This is an optimization exercise on Yosys and OpenROAD, whose aim is small area, a short achievable clock period and few clock cycles, not a production implementation. The RTL of this run was laid out without a check of its function. Power figures rest on the tool's default switching activity, not on a simulated workload.

--- flow/design.v ---
module booth_mul64(op_done, result, clk, reset_n, multiplier, multiplicand, op_start, op_clear);
  input clk, reset_n, op_start, op_clear;
  input [63:0] multiplier, multiplicand;
  output op_done;
  output [127:0] result;
  reg busy, fin, done;    
  reg [3:0] cnt;
  reg [63:0] M;           
  reg [64:0] acc;         
  reg [21:0] cv;          
  reg [65:0] Q;           
  assign op_done = done;
  assign result = {acc[61:0], Q};
  always @(posedge clk or negedge reset_n)
    if (!reset_n) begin
      busy <= 1'b0;
      fin <= 1'b0;
      done <= 1'b0;
    end else if (!op_start || op_clear) begin
      busy <= 1'b0;
      fin <= 1'b0;
      done <= 1'b0;
    end else if (busy) begin
      if (cnt == 4'd10) begin
        busy <= 1'b0;
        fin <= 1'b1;
      end
    end else if (fin) begin
      fin <= 1'b0;
      done <= 1'b1;
    end else if (!done) begin
      busy <= 1'b1;
    end
  always @(posedge clk)
    if (busy) cnt <= cnt + 1'b1;
    else cnt <= 4'd0;
  reg [2:0] one, two, ng;
  wire [6:0] bq = busy ? Q[11:5] : {multiplier[5:0], 1'b0};
  always @(posedge clk) begin
    one[0] <= bq[1] ^ bq[0];
    two[0] <= (bq[2] & ~bq[1] & ~bq[0]) | (~bq[2] & bq[1] & bq[0]);
    ng[0] <= bq[2];
    one[1] <= bq[3] ^ bq[2];
    two[1] <= (bq[4] & ~bq[3] & ~bq[2]) | (~bq[4] & bq[3] & bq[2]);
    ng[1] <= bq[4];
    one[2] <= bq[5] ^ bq[4];
    two[2] <= (bq[6] & ~bq[5] & ~bq[4]) | (~bq[6] & bq[5] & bq[4]);
    ng[2] <= bq[6];
  end
  wire ngn = Q[7] & (cnt != 4'd10);
  wire [64:0] ma = {M[63], M};
  wire [65:0] ma2 = {M[63], M, 1'b0};
  wire [64:0] p0 = (({65{one[0]}} & ma) | ({65{two[0]}} & ma2[64:0])) ^ {65{ng[0]}};
  wire [64:0] p1 = (({65{one[1]}} & ma) | ({65{two[1]}} & ma2[64:0])) ^ {65{ng[1]}};
  wire [64:0] p2 = (({65{one[2]}} & ma) | ({65{two[2]}} & ma2[64:0])) ^ {65{ng[2]}};
  wire t1, t2, t3, t4, t5, t6, t7, t8, t9, t10, t11, t12, t13, t14, t15, t16, t17, t18, t19, t20, t21, t22, t23, t24, t25, t26, t27, t28, t29, t30, t31, t32, t33, t34, t35, t36, t37, t38, t39, t40, t41, t42, t43, t44, t45, t46, t47, t48, t49, t50, t51, t52, t53, t54, t55, t56, t57, t58, t59, t60, t61, t62, t63, t64, t65, t66, t67, t68, t69, t70, t71, t72, t73, t74, t75, t76, t77, t78, t79, t80, t81, t82, t83, t84, t85, t86, t87, t88, t89, t90, t91, t92, t93, t94, t95, t96, t97, t98, t99, t100, t101, t102, t103, t104, t105, t106, t107, t108, t109, t110, t111, t112, t113, t114, t115, t116, t117, t118, t119, t120, t121, t122, t123, t124, t125, t126, t127, t128, t129, t130, t131, t132, t133, t134, t135, t136, t137, t138, t139, t140, t141, t142, t143, t144, t145, t146, t147, t148, t149, t150, t151, t152, t153, t154, t155, t156, t157, t158, t159, t160, t161, t162, t163, t164, t165, t166, t167, t168, t169, t170, t171, t172, t173, t174, t175, t176, t177, t178, t179, t180, t181, t182, t183, t184, t185, t186, t187, t188, t189, t190, t191, t192, t193, t194, t195, t196, t197, t198, t199, t200, t201, t202, t203, t204, t205, t206, t207, t208, t209, t210, t211, t212, t213, t214, t215, t216, t217, t218, t219, t220, t221, t222, t223, t224, t225, t226, t227, t228, t229, t230, t231, t232, t233, t234, t235, t236, t237, t238, t239, t240, t241, t242, t243, t244, t245, t246, t247, t248, t249, t250, t251, t252, t253, t254, t255, t256, t257, t258, t259, t260, t261, t262, t263, t264, t265, t266, t267, t268, t269, t270, t271, t272, t273, t274, t275, t276, t277, t278, t279, t280, t281, t282, t283, t284, t285, t286, t287, t288, t289, t290, t291, t292, t293, t294, t295, t296, t297, t298, t299, t300, t301, t302, t303, t304, t305, t306, t307, t308, t309, t310, t311, t312, t313, t314, t315, t316, t317, t318, t319, t320, t321, t322, t323, t324, t325, t326, t327, t328, t329, t330, t331, t332, t333, t334, t335, t336, t337, t338, t339, t340, t341, t342, t343, t344, t345, t346, t347, t348, t349, t350, t351, t352, t353, t354, t355, t356, t357, t358, t359, t360, t361, t362, t363, t364, t365, t366, t367, t368, t369, t370, t371, t372, t373, t374, t375, t376, t377, t378, t379, t380;
  assign t1 = acc[2] ^ p0[2] ^ p1[0];
  assign t2 = (acc[2] & p0[2]) | (p1[0] & (acc[2] ^ p0[2]));
  assign t3 = acc[3] ^ p0[3] ^ p1[1];
  assign t4 = (acc[3] & p0[3]) | (p1[1] & (acc[3] ^ p0[3]));
  assign t5 = acc[4] ^ p0[4] ^ p1[2];
  assign t6 = (acc[4] & p0[4]) | (p1[2] & (acc[4] ^ p0[4]));
  assign t7 = p2[0] ^ ng[2] ^ t5;
  assign t8 = (p2[0] & ng[2]) | (t5 & (p2[0] ^ ng[2]));
  assign t9 = acc[5] ^ p0[5] ^ p1[3];
  assign t10 = (acc[5] & p0[5]) | (p1[3] & (acc[5] ^ p0[5]));
  assign t11 = p2[1] ^ t9;
  assign t12 = p2[1] & t9;
  assign t13 = acc[6] ^ p0[6] ^ p1[4];
  assign t14 = (acc[6] & p0[6]) | (p1[4] & (acc[6] ^ p0[6]));
  assign t15 = p2[2] ^ ngn ^ t13;
  assign t16 = (p2[2] & ngn) | (t13 & (p2[2] ^ ngn));
  assign t17 = acc[7] ^ p0[7] ^ p1[5];
  assign t18 = (acc[7] & p0[7]) | (p1[5] & (acc[7] ^ p0[7]));
  assign t19 = p2[3] ^ t17;
  assign t20 = p2[3] & t17;
  assign t21 = acc[8] ^ p0[8] ^ p1[6];
  assign t22 = (acc[8] & p0[8]) | (p1[6] & (acc[8] ^ p0[8]));
  assign t23 = p2[4] ^ t21;
  assign t24 = p2[4] & t21;
  assign t25 = acc[9] ^ p0[9] ^ p1[7];
  assign t26 = (acc[9] & p0[9]) | (p1[7] & (acc[9] ^ p0[9]));
  assign t27 = p2[5] ^ t25;
  assign t28 = p2[5] & t25;
  assign t29 = acc[10] ^ p0[10] ^ p1[8];
  assign t30 = (acc[10] & p0[10]) | (p1[8] & (acc[10] ^ p0[10]));
  assign t31 = p2[6] ^ t29;
  assign t32 = p2[6] & t29;
  assign t33 = acc[11] ^ p0[11] ^ p1[9];
  assign t34 = (acc[11] & p0[11]) | (p1[9] & (acc[11] ^ p0[11]));
  assign t35 = p2[7] ^ t33;
  assign t36 = p2[7] & t33;
  assign t37 = acc[12] ^ p0[12] ^ p1[10];
  assign t38 = (acc[12] & p0[12]) | (p1[10] & (acc[12] ^ p0[12]));
  assign t39 = p2[8] ^ t37;
  assign t40 = p2[8] & t37;
  assign t41 = acc[13] ^ p0[13] ^ p1[11];
  assign t42 = (acc[13] & p0[13]) | (p1[11] & (acc[13] ^ p0[13]));
  assign t43 = p2[9] ^ t41;
  assign t44 = p2[9] & t41;
  assign t45 = acc[14] ^ p0[14] ^ p1[12];
  assign t46 = (acc[14] & p0[14]) | (p1[12] & (acc[14] ^ p0[14]));
  assign t47 = p2[10] ^ t45;
  assign t48 = p2[10] & t45;
  assign t49 = acc[15] ^ p0[15] ^ p1[13];
  assign t50 = (acc[15] & p0[15]) | (p1[13] & (acc[15] ^ p0[15]));
  assign t51 = p2[11] ^ t49;
  assign t52 = p2[11] & t49;
  assign t53 = acc[16] ^ p0[16] ^ p1[14];
  assign t54 = (acc[16] & p0[16]) | (p1[14] & (acc[16] ^ p0[16]));
  assign t55 = p2[12] ^ t53;
  assign t56 = p2[12] & t53;
  assign t57 = acc[17] ^ p0[17] ^ p1[15];
  assign t58 = (acc[17] & p0[17]) | (p1[15] & (acc[17] ^ p0[17]));
  assign t59 = p2[13] ^ t57;
  assign t60 = p2[13] & t57;
  assign t61 = acc[18] ^ p0[18] ^ p1[16];
  assign t62 = (acc[18] & p0[18]) | (p1[16] & (acc[18] ^ p0[18]));
  assign t63 = p2[14] ^ t61;
  assign t64 = p2[14] & t61;
  assign t65 = acc[19] ^ p0[19] ^ p1[17];
  assign t66 = (acc[19] & p0[19]) | (p1[17] & (acc[19] ^ p0[19]));
  assign t67 = p2[15] ^ t65;
  assign t68 = p2[15] & t65;
  assign t69 = acc[20] ^ p0[20] ^ p1[18];
  assign t70 = (acc[20] & p0[20]) | (p1[18] & (acc[20] ^ p0[20]));
  assign t71 = p2[16] ^ t69;
  assign t72 = p2[16] & t69;
  assign t73 = acc[21] ^ p0[21] ^ p1[19];
  assign t74 = (acc[21] & p0[21]) | (p1[19] & (acc[21] ^ p0[21]));
  assign t75 = p2[17] ^ t73;
  assign t76 = p2[17] & t73;
  assign t77 = acc[22] ^ p0[22] ^ p1[20];
  assign t78 = (acc[22] & p0[22]) | (p1[20] & (acc[22] ^ p0[22]));
  assign t79 = p2[18] ^ t77;
  assign t80 = p2[18] & t77;
  assign t81 = acc[23] ^ p0[23] ^ p1[21];
  assign t82 = (acc[23] & p0[23]) | (p1[21] & (acc[23] ^ p0[23]));
  assign t83 = p2[19] ^ t81;
  assign t84 = p2[19] & t81;
  assign t85 = acc[24] ^ p0[24] ^ p1[22];
  assign t86 = (acc[24] & p0[24]) | (p1[22] & (acc[24] ^ p0[24]));
  assign t87 = p2[20] ^ t85;
  assign t88 = p2[20] & t85;
  assign t89 = acc[25] ^ p0[25] ^ p1[23];
  assign t90 = (acc[25] & p0[25]) | (p1[23] & (acc[25] ^ p0[25]));
  assign t91 = p2[21] ^ t89;
  assign t92 = p2[21] & t89;
  assign t93 = acc[26] ^ p0[26] ^ p1[24];
  assign t94 = (acc[26] & p0[26]) | (p1[24] & (acc[26] ^ p0[26]));
  assign t95 = p2[22] ^ t93;
  assign t96 = p2[22] & t93;
  assign t97 = acc[27] ^ p0[27] ^ p1[25];
  assign t98 = (acc[27] & p0[27]) | (p1[25] & (acc[27] ^ p0[27]));
  assign t99 = p2[23] ^ t97;
  assign t100 = p2[23] & t97;
  assign t101 = acc[28] ^ p0[28] ^ p1[26];
  assign t102 = (acc[28] & p0[28]) | (p1[26] & (acc[28] ^ p0[28]));
  assign t103 = p2[24] ^ t101;
  assign t104 = p2[24] & t101;
  assign t105 = acc[29] ^ p0[29] ^ p1[27];
  assign t106 = (acc[29] & p0[29]) | (p1[27] & (acc[29] ^ p0[29]));
  assign t107 = p2[25] ^ t105;
  assign t108 = p2[25] & t105;
  assign t109 = acc[30] ^ p0[30] ^ p1[28];
  assign t110 = (acc[30] & p0[30]) | (p1[28] & (acc[30] ^ p0[30]));
  assign t111 = p2[26] ^ t109;
  assign t112 = p2[26] & t109;
  assign t113 = acc[31] ^ p0[31] ^ p1[29];
  assign t114 = (acc[31] & p0[31]) | (p1[29] & (acc[31] ^ p0[31]));
  assign t115 = p2[27] ^ t113;
  assign t116 = p2[27] & t113;
  assign t117 = acc[32] ^ p0[32] ^ p1[30];
  assign t118 = (acc[32] & p0[32]) | (p1[30] & (acc[32] ^ p0[32]));
  assign t119 = p2[28] ^ t117;
  assign t120 = p2[28] & t117;
  assign t121 = acc[33] ^ p0[33] ^ p1[31];
  assign t122 = (acc[33] & p0[33]) | (p1[31] & (acc[33] ^ p0[33]));
  assign t123 = p2[29] ^ t121;
  assign t124 = p2[29] & t121;
  assign t125 = acc[34] ^ p0[34] ^ p1[32];
  assign t126 = (acc[34] & p0[34]) | (p1[32] & (acc[34] ^ p0[34]));
  assign t127 = p2[30] ^ t125;
  assign t128 = p2[30] & t125;
  assign t129 = acc[35] ^ p0[35] ^ p1[33];
  assign t130 = (acc[35] & p0[35]) | (p1[33] & (acc[35] ^ p0[35]));
  assign t131 = p2[31] ^ t129;
  assign t132 = p2[31] & t129;
  assign t133 = acc[36] ^ p0[36] ^ p1[34];
  assign t134 = (acc[36] & p0[36]) | (p1[34] & (acc[36] ^ p0[36]));
  assign t135 = p2[32] ^ t133;
  assign t136 = p2[32] & t133;
  assign t137 = acc[37] ^ p0[37] ^ p1[35];
  assign t138 = (acc[37] & p0[37]) | (p1[35] & (acc[37] ^ p0[37]));
  assign t139 = p2[33] ^ t137;
  assign t140 = p2[33] & t137;
  assign t141 = acc[38] ^ p0[38] ^ p1[36];
  assign t142 = (acc[38] & p0[38]) | (p1[36] & (acc[38] ^ p0[38]));
  assign t143 = p2[34] ^ t141;
  assign t144 = p2[34] & t141;
  assign t145 = acc[39] ^ p0[39] ^ p1[37];
  assign t146 = (acc[39] & p0[39]) | (p1[37] & (acc[39] ^ p0[39]));
  assign t147 = p2[35] ^ t145;
  assign t148 = p2[35] & t145;
  assign t149 = acc[40] ^ p0[40] ^ p1[38];
  assign t150 = (acc[40] & p0[40]) | (p1[38] & (acc[40] ^ p0[40]));
  assign t151 = p2[36] ^ t149;
  assign t152 = p2[36] & t149;
  assign t153 = acc[41] ^ p0[41] ^ p1[39];
  assign t154 = (acc[41] & p0[41]) | (p1[39] & (acc[41] ^ p0[41]));
  assign t155 = p2[37] ^ t153;
  assign t156 = p2[37] & t153;
  assign t157 = acc[42] ^ p0[42] ^ p1[40];
  assign t158 = (acc[42] & p0[42]) | (p1[40] & (acc[42] ^ p0[42]));
  assign t159 = p2[38] ^ t157;
  assign t160 = p2[38] & t157;
  assign t161 = acc[43] ^ p0[43] ^ p1[41];
  assign t162 = (acc[43] & p0[43]) | (p1[41] & (acc[43] ^ p0[43]));
  assign t163 = p2[39] ^ t161;
  assign t164 = p2[39] & t161;
  assign t165 = acc[44] ^ p0[44] ^ p1[42];
  assign t166 = (acc[44] & p0[44]) | (p1[42] & (acc[44] ^ p0[44]));
  assign t167 = p2[40] ^ t165;
  assign t168 = p2[40] & t165;
  assign t169 = acc[45] ^ p0[45] ^ p1[43];
  assign t170 = (acc[45] & p0[45]) | (p1[43] & (acc[45] ^ p0[45]));
  assign t171 = p2[41] ^ t169;
  assign t172 = p2[41] & t169;
  assign t173 = acc[46] ^ p0[46] ^ p1[44];
  assign t174 = (acc[46] & p0[46]) | (p1[44] & (acc[46] ^ p0[46]));
  assign t175 = p2[42] ^ t173;
  assign t176 = p2[42] & t173;
  assign t177 = acc[47] ^ p0[47] ^ p1[45];
  assign t178 = (acc[47] & p0[47]) | (p1[45] & (acc[47] ^ p0[47]));
  assign t179 = p2[43] ^ t177;
  assign t180 = p2[43] & t177;
  assign t181 = acc[48] ^ p0[48] ^ p1[46];
  assign t182 = (acc[48] & p0[48]) | (p1[46] & (acc[48] ^ p0[48]));
  assign t183 = p2[44] ^ t181;
  assign t184 = p2[44] & t181;
  assign t185 = acc[49] ^ p0[49] ^ p1[47];
  assign t186 = (acc[49] & p0[49]) | (p1[47] & (acc[49] ^ p0[49]));
  assign t187 = p2[45] ^ t185;
  assign t188 = p2[45] & t185;
  assign t189 = acc[50] ^ p0[50] ^ p1[48];
  assign t190 = (acc[50] & p0[50]) | (p1[48] & (acc[50] ^ p0[50]));
  assign t191 = p2[46] ^ t189;
  assign t192 = p2[46] & t189;
  assign t193 = acc[51] ^ p0[51] ^ p1[49];
  assign t194 = (acc[51] & p0[51]) | (p1[49] & (acc[51] ^ p0[51]));
  assign t195 = p2[47] ^ t193;
  assign t196 = p2[47] & t193;
  assign t197 = acc[52] ^ p0[52] ^ p1[50];
  assign t198 = (acc[52] & p0[52]) | (p1[50] & (acc[52] ^ p0[52]));
  assign t199 = p2[48] ^ t197;
  assign t200 = p2[48] & t197;
  assign t201 = acc[53] ^ p0[53] ^ p1[51];
  assign t202 = (acc[53] & p0[53]) | (p1[51] & (acc[53] ^ p0[53]));
  assign t203 = p2[49] ^ t201;
  assign t204 = p2[49] & t201;
  assign t205 = acc[54] ^ p0[54] ^ p1[52];
  assign t206 = (acc[54] & p0[54]) | (p1[52] & (acc[54] ^ p0[54]));
  assign t207 = p2[50] ^ t205;
  assign t208 = p2[50] & t205;
  assign t209 = acc[55] ^ p0[55] ^ p1[53];
  assign t210 = (acc[55] & p0[55]) | (p1[53] & (acc[55] ^ p0[55]));
  assign t211 = p2[51] ^ t209;
  assign t212 = p2[51] & t209;
  assign t213 = acc[56] ^ p0[56] ^ p1[54];
  assign t214 = (acc[56] & p0[56]) | (p1[54] & (acc[56] ^ p0[56]));
  assign t215 = p2[52] ^ t213;
  assign t216 = p2[52] & t213;
  assign t217 = acc[57] ^ p0[57] ^ p1[55];
  assign t218 = (acc[57] & p0[57]) | (p1[55] & (acc[57] ^ p0[57]));
  assign t219 = p2[53] ^ t217;
  assign t220 = p2[53] & t217;
  assign t221 = acc[58] ^ p0[58] ^ p1[56];
  assign t222 = (acc[58] & p0[58]) | (p1[56] & (acc[58] ^ p0[58]));
  assign t223 = p2[54] ^ t221;
  assign t224 = p2[54] & t221;
  assign t225 = acc[59] ^ p0[59] ^ p1[57];
  assign t226 = (acc[59] & p0[59]) | (p1[57] & (acc[59] ^ p0[59]));
  assign t227 = p2[55] ^ t225;
  assign t228 = p2[55] & t225;
  assign t229 = acc[60] ^ p0[60] ^ p1[58];
  assign t230 = (acc[60] & p0[60]) | (p1[58] & (acc[60] ^ p0[60]));
  assign t231 = p2[56] ^ t229;
  assign t232 = p2[56] & t229;
  assign t233 = acc[61] ^ p0[61] ^ p1[59];
  assign t234 = (acc[61] & p0[61]) | (p1[59] & (acc[61] ^ p0[61]));
  assign t235 = p2[57] ^ t233;
  assign t236 = p2[57] & t233;
  assign t237 = acc[62] ^ p0[62] ^ p1[60];
  assign t238 = (acc[62] & p0[62]) | (p1[60] & (acc[62] ^ p0[62]));
  assign t239 = p2[58] ^ t237;
  assign t240 = p2[58] & t237;
  assign t241 = acc[63] ^ p0[63] ^ p1[61];
  assign t242 = (acc[63] & p0[63]) | (p1[61] & (acc[63] ^ p0[63]));
  assign t243 = p2[59] ^ t241;
  assign t244 = p2[59] & t241;
  assign t245 = ~acc[64] ^ ~p0[64] ^ p1[62];
  assign t246 = (~acc[64] & ~p0[64]) | (p1[62] & (~acc[64] ^ ~p0[64]));
  assign t247 = p2[60] ^ t245;
  assign t248 = p2[60] & t245;
  assign t249 = 1'b1 ^ p1[63] ^ p2[61];
  assign t250 = (1'b1 & p1[63]) | (p2[61] & (1'b1 ^ p1[63]));
  assign t251 = cv[1] ^ t3;
  assign t252 = cv[1] & t3;
  assign t253 = t7 ^ t4;
  assign t254 = t7 & t4;
  assign t255 = t11 ^ t6 ^ t8;
  assign t256 = (t11 & t6) | (t8 & (t11 ^ t6));
  assign t257 = t15 ^ t10 ^ t12;
  assign t258 = (t15 & t10) | (t12 & (t15 ^ t10));
  assign t259 = t19 ^ t14 ^ t16;
  assign t260 = (t19 & t14) | (t16 & (t19 ^ t14));
  assign t261 = t23 ^ t18 ^ t20;
  assign t262 = (t23 & t18) | (t20 & (t23 ^ t18));
  assign t263 = t27 ^ t22 ^ t24;
  assign t264 = (t27 & t22) | (t24 & (t27 ^ t22));
  assign t265 = t31 ^ t26 ^ t28;
  assign t266 = (t31 & t26) | (t28 & (t31 ^ t26));
  assign t267 = t35 ^ t30 ^ t32;
  assign t268 = (t35 & t30) | (t32 & (t35 ^ t30));
  assign t269 = t39 ^ t34 ^ t36;
  assign t270 = (t39 & t34) | (t36 & (t39 ^ t34));
  assign t271 = t43 ^ t38 ^ t40;
  assign t272 = (t43 & t38) | (t40 & (t43 ^ t38));
  assign t273 = t47 ^ t42 ^ t44;
  assign t274 = (t47 & t42) | (t44 & (t47 ^ t42));
  assign t275 = t51 ^ t46 ^ t48;
  assign t276 = (t51 & t46) | (t48 & (t51 ^ t46));
  assign t277 = t55 ^ t50 ^ t52;
  assign t278 = (t55 & t50) | (t52 & (t55 ^ t50));
  assign t279 = t59 ^ t54 ^ t56;
  assign t280 = (t59 & t54) | (t56 & (t59 ^ t54));
  assign t281 = t63 ^ t58 ^ t60;
  assign t282 = (t63 & t58) | (t60 & (t63 ^ t58));
  assign t283 = t67 ^ t62 ^ t64;
  assign t284 = (t67 & t62) | (t64 & (t67 ^ t62));
  assign t285 = t71 ^ t66 ^ t68;
  assign t286 = (t71 & t66) | (t68 & (t71 ^ t66));
  assign t287 = t75 ^ t70 ^ t72;
  assign t288 = (t75 & t70) | (t72 & (t75 ^ t70));
  assign t289 = t79 ^ t74 ^ t76;
  assign t290 = (t79 & t74) | (t76 & (t79 ^ t74));
  assign t291 = t83 ^ t78 ^ t80;
  assign t292 = (t83 & t78) | (t80 & (t83 ^ t78));
  assign t293 = t87 ^ t82 ^ t84;
  assign t294 = (t87 & t82) | (t84 & (t87 ^ t82));
  assign t295 = t91 ^ t86 ^ t88;
  assign t296 = (t91 & t86) | (t88 & (t91 ^ t86));
  assign t297 = t95 ^ t90 ^ t92;
  assign t298 = (t95 & t90) | (t92 & (t95 ^ t90));
  assign t299 = t99 ^ t94 ^ t96;
  assign t300 = (t99 & t94) | (t96 & (t99 ^ t94));
  assign t301 = t103 ^ t98 ^ t100;
  assign t302 = (t103 & t98) | (t100 & (t103 ^ t98));
  assign t303 = t107 ^ t102 ^ t104;
  assign t304 = (t107 & t102) | (t104 & (t107 ^ t102));
  assign t305 = t111 ^ t106 ^ t108;
  assign t306 = (t111 & t106) | (t108 & (t111 ^ t106));
  assign t307 = t115 ^ t110 ^ t112;
  assign t308 = (t115 & t110) | (t112 & (t115 ^ t110));
  assign t309 = t119 ^ t114 ^ t116;
  assign t310 = (t119 & t114) | (t116 & (t119 ^ t114));
  assign t311 = t123 ^ t118 ^ t120;
  assign t312 = (t123 & t118) | (t120 & (t123 ^ t118));
  assign t313 = t127 ^ t122 ^ t124;
  assign t314 = (t127 & t122) | (t124 & (t127 ^ t122));
  assign t315 = t131 ^ t126 ^ t128;
  assign t316 = (t131 & t126) | (t128 & (t131 ^ t126));
  assign t317 = t135 ^ t130 ^ t132;
  assign t318 = (t135 & t130) | (t132 & (t135 ^ t130));
  assign t319 = t139 ^ t134 ^ t136;
  assign t320 = (t139 & t134) | (t136 & (t139 ^ t134));
  assign t321 = t143 ^ t138 ^ t140;
  assign t322 = (t143 & t138) | (t140 & (t143 ^ t138));
  assign t323 = t147 ^ t142 ^ t144;
  assign t324 = (t147 & t142) | (t144 & (t147 ^ t142));
  assign t325 = t151 ^ t146 ^ t148;
  assign t326 = (t151 & t146) | (t148 & (t151 ^ t146));
  assign t327 = t155 ^ t150 ^ t152;
  assign t328 = (t155 & t150) | (t152 & (t155 ^ t150));
  assign t329 = t159 ^ t154 ^ t156;
  assign t330 = (t159 & t154) | (t156 & (t159 ^ t154));
  assign t331 = t163 ^ t158 ^ t160;
  assign t332 = (t163 & t158) | (t160 & (t163 ^ t158));
  assign t333 = t167 ^ t162 ^ t164;
  assign t334 = (t167 & t162) | (t164 & (t167 ^ t162));
  assign t335 = t171 ^ t166 ^ t168;
  assign t336 = (t171 & t166) | (t168 & (t171 ^ t166));
  assign t337 = t175 ^ t170 ^ t172;
  assign t338 = (t175 & t170) | (t172 & (t175 ^ t170));
  assign t339 = t179 ^ t174 ^ t176;
  assign t340 = (t179 & t174) | (t176 & (t179 ^ t174));
  assign t341 = t183 ^ t178 ^ t180;
  assign t342 = (t183 & t178) | (t180 & (t183 ^ t178));
  assign t343 = t187 ^ t182 ^ t184;
  assign t344 = (t187 & t182) | (t184 & (t187 ^ t182));
  assign t345 = t191 ^ t186 ^ t188;
  assign t346 = (t191 & t186) | (t188 & (t191 ^ t186));
  assign t347 = t195 ^ t190 ^ t192;
  assign t348 = (t195 & t190) | (t192 & (t195 ^ t190));
  assign t349 = t199 ^ t194 ^ t196;
  assign t350 = (t199 & t194) | (t196 & (t199 ^ t194));
  assign t351 = t203 ^ t198 ^ t200;
  assign t352 = (t203 & t198) | (t200 & (t203 ^ t198));
  assign t353 = t207 ^ t202 ^ t204;
  assign t354 = (t207 & t202) | (t204 & (t207 ^ t202));
  assign t355 = t211 ^ t206 ^ t208;
  assign t356 = (t211 & t206) | (t208 & (t211 ^ t206));
  assign t357 = t215 ^ t210 ^ t212;
  assign t358 = (t215 & t210) | (t212 & (t215 ^ t210));
  assign t359 = t219 ^ t214 ^ t216;
  assign t360 = (t219 & t214) | (t216 & (t219 ^ t214));
  assign t361 = t223 ^ t218 ^ t220;
  assign t362 = (t223 & t218) | (t220 & (t223 ^ t218));
  assign t363 = t227 ^ t222 ^ t224;
  assign t364 = (t227 & t222) | (t224 & (t227 ^ t222));
  assign t365 = t231 ^ t226 ^ t228;
  assign t366 = (t231 & t226) | (t228 & (t231 ^ t226));
  assign t367 = t235 ^ t230 ^ t232;
  assign t368 = (t235 & t230) | (t232 & (t235 ^ t230));
  assign t369 = t239 ^ t234 ^ t236;
  assign t370 = (t239 & t234) | (t236 & (t239 ^ t234));
  assign t371 = t243 ^ t238 ^ t240;
  assign t372 = (t243 & t238) | (t240 & (t243 ^ t238));
  assign t373 = t247 ^ t242 ^ t244;
  assign t374 = (t247 & t242) | (t244 & (t247 ^ t242));
  assign t375 = t249 ^ t246 ^ t248;
  assign t376 = (t249 & t246) | (t248 & (t249 ^ t246));
  assign t377 = ~p1[64] ^ p2[62] ^ t250;
  assign t378 = (~p1[64] & p2[62]) | (t250 & (~p1[64] ^ p2[62]));
  assign t379 = 1'b1 ^ p2[63];
  assign t380 = 1'b1 & p2[63];
  wire [70:0] r0 = {1'b1, 1'b1, ~p2[64], t379, t377, t375, t373, t371, t369, t367, t365, t363, t361, t359, t357, t355, t353, t351, t349, t347, t345, t343, t341, t339, t337, t335, t333, t331, t329, t327, t325, t323, t321, t319, t317, t315, t313, t311, t309, t307, t305, t303, t301, t299, t297, t295, t293, t291, t289, t287, t285, t283, t281, t279, t277, t275, t273, t271, t269, t267, t265, t263, t261, t259, t257, t255, t253, t2, ng[1], acc[1], acc[0]};
  wire [70:0] r1 = {1'b0, 1'b0, t380, t378, t376, t374, t372, t370, t368, t366, t364, t362, t360, t358, t356, t354, t352, t350, t348, t346, t344, t342, t340, t338, t336, t334, t332, t330, t328, t326, t324, t322, t320, t318, t316, t314, t312, t310, t308, t306, t304, t302, t300, t298, t296, t294, t292, t290, t288, t286, t284, t282, t280, t278, t276, t274, t272, t270, t268, t266, t264, t262, t260, t258, t256, t254, t252, t251, t1, p0[1], p0[0]};
  wire [70:0] x;
  wire [22:0] co;
  assign {co[0], x[5:0]} = r0[5:0] + r1[5:0] + cv[0];
  assign {co[1], x[8:6]} = r0[8:6] + r1[8:6] + cv[2];
  assign {co[2], x[11:9]} = r0[11:9] + r1[11:9] + cv[3];
  assign {co[3], x[14:12]} = r0[14:12] + r1[14:12] + cv[4];
  assign {co[4], x[17:15]} = r0[17:15] + r1[17:15] + cv[5];
  assign {co[5], x[20:18]} = r0[20:18] + r1[20:18] + cv[6];
  assign {co[6], x[23:21]} = r0[23:21] + r1[23:21] + cv[7];
  assign {co[7], x[26:24]} = r0[26:24] + r1[26:24] + cv[8];
  assign {co[8], x[29:27]} = r0[29:27] + r1[29:27] + cv[9];
  assign {co[9], x[32:30]} = r0[32:30] + r1[32:30] + cv[10];
  assign {co[10], x[35:33]} = r0[35:33] + r1[35:33] + cv[11];
  assign {co[11], x[38:36]} = r0[38:36] + r1[38:36] + cv[12];
  assign {co[12], x[41:39]} = r0[41:39] + r1[41:39] + cv[13];
  assign {co[13], x[44:42]} = r0[44:42] + r1[44:42] + cv[14];
  assign {co[14], x[47:45]} = r0[47:45] + r1[47:45] + cv[15];
  assign {co[15], x[50:48]} = r0[50:48] + r1[50:48] + cv[16];
  assign {co[16], x[53:51]} = r0[53:51] + r1[53:51] + cv[17];
  assign {co[17], x[56:54]} = r0[56:54] + r1[56:54] + cv[18];
  assign {co[18], x[59:57]} = r0[59:57] + r1[59:57] + cv[19];
  assign {co[19], x[62:60]} = r0[62:60] + r1[62:60] + cv[20];
  assign {co[20], x[65:63]} = r0[65:63] + r1[65:63] + cv[21];
  assign {co[21], x[68:66]} = r0[68:66] + r1[68:66] + 1'b0;
  assign {co[22], x[70:69]} = r0[70:69] + r1[70:69] + 1'b0;
  wire [64:0] cvec = {1'b0, cv[21], 1'b0, 1'b0, cv[20], 1'b0, 1'b0, cv[19], 1'b0, 1'b0, cv[18], 1'b0, 1'b0, cv[17], 1'b0, 1'b0, cv[16], 1'b0, 1'b0, cv[15], 1'b0, 1'b0, cv[14], 1'b0, 1'b0, cv[13], 1'b0, 1'b0, cv[12], 1'b0, 1'b0, cv[11], 1'b0, 1'b0, cv[10], 1'b0, 1'b0, cv[9], 1'b0, 1'b0, cv[8], 1'b0, 1'b0, cv[7], 1'b0, 1'b0, cv[6], 1'b0, 1'b0, cv[5], 1'b0, 1'b0, cv[4], 1'b0, 1'b0, cv[3], 1'b0, 1'b0, cv[2], 1'b0, 1'b0, cv[1], 1'b0, 1'b0, cv[0]};
  always @(posedge clk) begin
    M <= multiplicand;
    if (busy) begin
      acc <= x[70:6];
      cv <= co[21:0];
      Q <= {x[5:0], Q[65:6]};
    end else if (fin) begin
      acc <= acc + cvec;
    end else if (!done) begin
      acc <= {64'd0, multiplier[1]};
      cv <= 22'd0;
      Q <= {{2{multiplier[63]}}, multiplier};
    end
  end
endmodule
--- flow/flow/run.sh ---
#!/bin/bash
# Standard ORFS layout (the standard.sh) with two changes:
#  - ports are buffered with buf_1 instead of the flow's default choice;
#  - repair_timing aims for a setup slack margin of 6.7 ns.
set -euo pipefail
export BUFFER_PORTS_ARGS="-buffer_cell sky130_fd_sc_hd__buf_1"
export SETUP_SLACK_MARGIN=6.7
bash standard.sh > standard_make.log 2>&1
--- flow/standard.sh ---
#!/bin/bash
# synth_recipe.tcl (not shown) runs the flow's synth.tcl, then flattens the netlist and writes it again
# the make line also repeats each setting of config.mk as NAME=value (left out here)
make -C /OpenROAD-flow-scripts/flow DESIGN_CONFIG=/design/flow/config.mk WORK_HOME=/design/flow/orfs CLKGATE_MAP_FILE= SYNTH_SCRIPT=/design/flow/synth_recipe.tcl "${@:-finish}"
--- flow/config.mk ---
export PLATFORM = sky130hd
export DESIGN_NAME = booth_mul64
export DESIGN_NICKNAME = booth_mul64
export VERILOG_FILES = /design/flow/design.v
export SDC_FILE = /design/flow/constraint.sdc
export NUM_CORES = 4
export LEC_CHECK = 0
export CAP_MARGIN = 20
export CORE_MARGIN = 2
export CORE_UTILIZATION = 40
export SLEW_MARGIN = 20
--- flow/constraint.sdc ---
create_clock -name core_clock -period 10.0 [get_ports {clk}]
set_input_delay 2.0000 -clock core_clock [delete_from_list [all_inputs] [get_ports {clk}]]
set_output_delay 2.0000 -clock core_clock [all_outputs]
set_load 0.01 [all_outputs]
==> notes.md <==
power by group through the flow:
stage	clock [W]	sequential (W)	combinational, W
floorplan	0	0.00142	0.00317
global placement	0	0.00151	0.00398
detailed placement	0	0.00151	0.00405
CTS	0.00114	0.00145	0.00439
global route	0.00118	0.00147	0.00556
finish	0.00113	0.00145	0.00497
routing by layer:
| layer | share of wire, % | vias up | global-route usage, % | wire length (um) |
|---|---|---|---|---|
| met5 | 0 | - | 0 | 0 |
| met4 | 4.2 | 0 | 7.73 | 2860 |
| met3 | 8.0 | 175 | 4.78 | 5500 |
| met2 | 48 | 798 | 42.3 | 33100 |
| met1 | 40 | 8166 | 31.6 | 27100 |
| li1 | - | 7261 | - | - |
layout make-up:
type	count	area share [%]
multi-input cells	1264	52.3
flip-flops and latches	233	24.3
repair buffers	426	11.8
inverters	290	4.26
clock buffers	44	3.59
well taps	672	3.29
clock inverters	10	0.391
metrics by stage:
step / hold slack, ns / utilization [%] / instance area [um2] / setup slack, ns / total power (W)
floorplan: 0.430 / - / 20700 / 6.46 / 0.00459
global placement: 0.441 / 43.2 / 21600 / 5.67 / 0.00549
detailed placement: 0.449 / 43.2 / 21600 / 5.64 / 0.00556
CTS: 0.465 / 47.7 / 23900 / 6.33 / 0.00698
global route: 0.517 / 51.1 / 25600 / 6.13 / 0.00821
finish: 0.460 / 51.1 / 25600 / 6.27 / 0.00755
critical path, delay by kind of cell (launching register included):
family                   cells  cell delay (ns)
adder cells (fa/ha/maj)      4             1.67
buffers and inverters        7             0.66
AO/OA/AOI/OAI                3             0.53
flip-flops                   1             0.40
XOR/XNOR                     1             0.12
AND/OR/NAND/NOR              1             0.06
cells in the final DEF, fill, tap and decap left out, drive strengths merged, types with 4 or more instances in the layout:
cell type,netlist,final
o22ai,36,36
edfxtp,151,151
a32oi,4,4
mux2,60,60
a21o,23,23
xor2,128,128
o21a,4,4
nor3,14,14
nor2,44,44
buf,100,419
ha,135,135
nand4,6,6
o211ai,9,9
or2,4,4
clkbuf,61,51
o31ai,4,4
a22oi,190,190
xnor2,145,145
nand2,54,54
o21ai,42,42
o21bai,7,7
a211oi,5,5
nand3,38,38
dfxtp,79,79
or4,5,5
a21oi,50,50
a41oi,11,11
nor2b,9,9
or3,6,6
fa,169,169
inv,290,294
clkinv,0,4
and3,14,14
cells by family (layout without fill, tap and decap cells):
| family | Yosys count | after routing |
|---|---|---|
| buffers and inverters | 451 | 770 |
| AOI/OAI and AO/OA | 421 | 421 |
| adders and majority gates | 304 | 304 |
| xor gates and xnor gates | 273 | 273 |
| DFF | 233 | 233 |
| and+or+nand+nor | 203 | 203 |
| muxes | 63 | 63 |
worst max-delay path by stage:
stage / startpoint / end / slack [ns] / depth (start not counted)
after floorplan: two[0]$_DFF_P_ / acc[35]$_DFFE_PP_ / 6.46 / 14
after CTS: two[0]$_DFF_P_ / acc[59]$_DFFE_PP_ / 6.33 / 15
after detailed placement: ng[1]$_DFF_P_ / acc[35]$_DFFE_PP_ / 5.64 / 12
after global routing: one[0]$_DFF_P_ / acc[35]$_DFFE_PP_ / 6.13 / 13
after global placement: ng[1]$_DFF_P_ / acc[35]$_DFFE_PP_ / 5.67 / 12
final: one[1]$_DFF_P_ / cv[16]$_SDFFCE_PN0P_ / 6.27 / 16
sequential cells by signal, indices dropped and copies added (netlist names):
name	cells
fin	1
ng	3
done	1
one	3
Q	66
cv	22
busy	1
acc	65
cnt	4
M	64
two	3
what timing repair did:
action                                  in CTS  in global routing
cloned                                      13                  6
endpoints found under the setup margin     116                 95
setup buffers                               57                 73
gates resized for setup                     83                242
pin swaps                                   43                164
==> flow_metrics.py <==
metrics = {
    "critical_path": {
        "reg2reg_from": "one[1]$_DFF_P_",
        "reg2reg_to": "cv[16]$_SDFFCE_PN0P_",
        "slowest_stage": "fa_1",
        "cp-start-kind": "register",
        "reg2reg_setup_slack_ns": 6.27,
        "crit_top_cell": "inv_2",
        "crit_chain": "buf_6 -> clkbuf_16 -> buf_6 -> a22oi_2 -> xor2_1 -> fa_1 -> inv_2 -> ha_4 -> inv_2 -> fa_1 -> inv_2 -> fa_2 -> buf_4 -> a21o_1 -> a21oi_2 -> nor2_1",
        "cp_max_fo": 4,
        "critical_path_class": "reg2reg",
        "worstPathArrival_ns": 4.05,
        "cp_data_required_time_ns": 10.32,
        "cp_slowest_stage_delay_ns": 0.57,
        "r2r.worst_path.cells": 16,
        "critPathCaptureType": "register",
    },
    "logic_synthesis": {
        "synth_top_family_by_area": "adder cells",
        "synth_cell_types": 71,
        "syn_nets": 2384,
        "yosys_warnings": 1,
        "syn_area_um2": 20300,
        "syn_inst": 1948,
        "synth-seq-area-share_pct": 30.5,
        "synthXorXnorAreaFrac_pct": 11.8,
        "synth_seq_cells": 233,
        "synth_simple_gate_area_share_pct": 4.84,
        "synth_commonest_cells": "289 x inv_1, 190 x a22oi_1, 169 x fa_1, 151 x edfxtp_1, 145 x xnor2_1",
        "synth-compound-area-share_pct": 14.9,
        "synth_top_area_cell": "edfxtp_1",
        "synthTopCellsByArea": "edfxtp_1 22%, fa_1 17%, ha_1 8.3%",
        "postSynthAreaPerCell_um2": 10.4,
        "async_flop_share_pct": 1.29,
        "yosysTopAreaCellShare_pct": 22.3,
        "muxShareOfSynthArea_pct": 3.48,
        "synth_flop_cell": "edfxtp_1",
        "synth_edf_count": 151,
        "synthAdderAreaFrac_pct": 25.0,
        "yosys.cell_count.top_type": "inv_1",
    },
    "sta": {
        "max_slew_margin_pct": 27.2,
        "finalHoldViolations": 0,
        "rsz0062_at_grt": "true",
        "fin_crit_ns": 3.73,
        "fin_skew_ns": 0.0218,
        "drv_slew": 0,
        "worstMarginPinSlew_ns": 1.09,
        "fin_crit_sh_pct": 37.3,
        "setup_viol": 0,
        "setup_tns_ns": 0,
        "max_freq_mhz": 268,
    },
    "layout": {
        "seq_area_um2": 6220,
        "num-fill-cells": 4567,
        "diodes": 0,
        "multi_input_area_um2": 13400,
        "syn_to_final_growth_pct": 26.0,
        "drive_gt1_share_pct": 25.6,
        "final_nets": 2680,
        "fin_cells": 2939,
    },
    "drt": {
        "wl_per_cell_um": 23.3,
        "ant_nets": 0,
        "drcViolationCount": 0,
        "dr_total_vias": 16400,
        "routed_wl_um": 68500,
        "drt_iter0_markers": 1219,
        "viasPerCell": 5.58,
        "first_pass_iters": 5,
    },
    "placement": {
        "dpl.cell_count": 2736,
        "dp_hpwl_um": 42200,
        "place.gp.congestion": 0.868,
        "numPortBuffers": 260,
    },
    "grt": {
        "overflow": 0,
        "grt_start_max_net_pins": 68,
        "antenna_found_initial": 0,
        "grt_pass1_wl_um": 100000,
        "groute.usage.overall_pct": 24.8,
        "first_global_vias": 16600,
    },
    "flow_run": {
        "drv_cap": 0,
    },
    "cts": {
        "insertion_delay_ns": 0.61,
        "tritoncts": "done",
        "cts_max_level": 1,
        "clock-sinks": 233,
        "numCtsBuffers": 29,
        "clock-root-buffer": "clkbuf_16",
        "clockBufferDepth": 3,
        "hold_buffers": 0,
        "clk_pin_slew_ns": 0.07,
    },
    "floorplanning": {
        "ios": 261,
        "die_width_um": 229,
        "start_util_pct": 40.5,
        "die_area_um2": 52500,
        "core-area_um2": 50100,
        "fp.dieH_um": 229,
        "rows": 82,
    },
    "hold_path": {
        "min_from": "cnt[0]$_SDFF_PN0_",
        "whs_endpoint": "cnt[0]$_SDFF_PN0_",
        "holdPathStages": 1,
        "min_path_type": "reg2reg",
    },
    "pwr": {
        "comb_power_share_pct": 65.9,
        "p_leak_nw": 10.3,
        "switching_share_pct": 43.3,
        "p_sw_w": 0.00327,
        "vdd_drop_max_mv": 0.157,
        "p_seq_share_pct": 19.2,
        "internal_power_w": 0.00428,
        "p_clk_share_pct": 14.9,
        "power_density_nw_per_um2": 295,
    },
    "run_status": {
        "status": "complete, no violations",
    },
}

separate check: timing with driven ports:
How much do the figures lean on ideal ports? The routed layout below was timed once more, with nothing changed but the port constraints.
Step 1: set_driving_cell puts a clkbuf_16 on clk and a buf_2 on each other input, an assumption about the parent block.
Step 2 moves the port delays by t, midway between the first and last clock arrival at a register: inputs arrive t later, outputs are due t later. That takes back most of the time a late clock gives input paths.
Slacks: ideal / step 1 / step 2; pairs: ideal / step 1.
shift t [ns]: 0.653
slack for setup (ns): 6.266 / 6.266 / 6.266
worst setup path at the end: register to register
worst data-port slew with drivers (ns): 0.09
After both steps this run still meets setup and hold. The setup slack of this run moves by 0.000 ns with the drivers and by 0.000 ns with both steps.
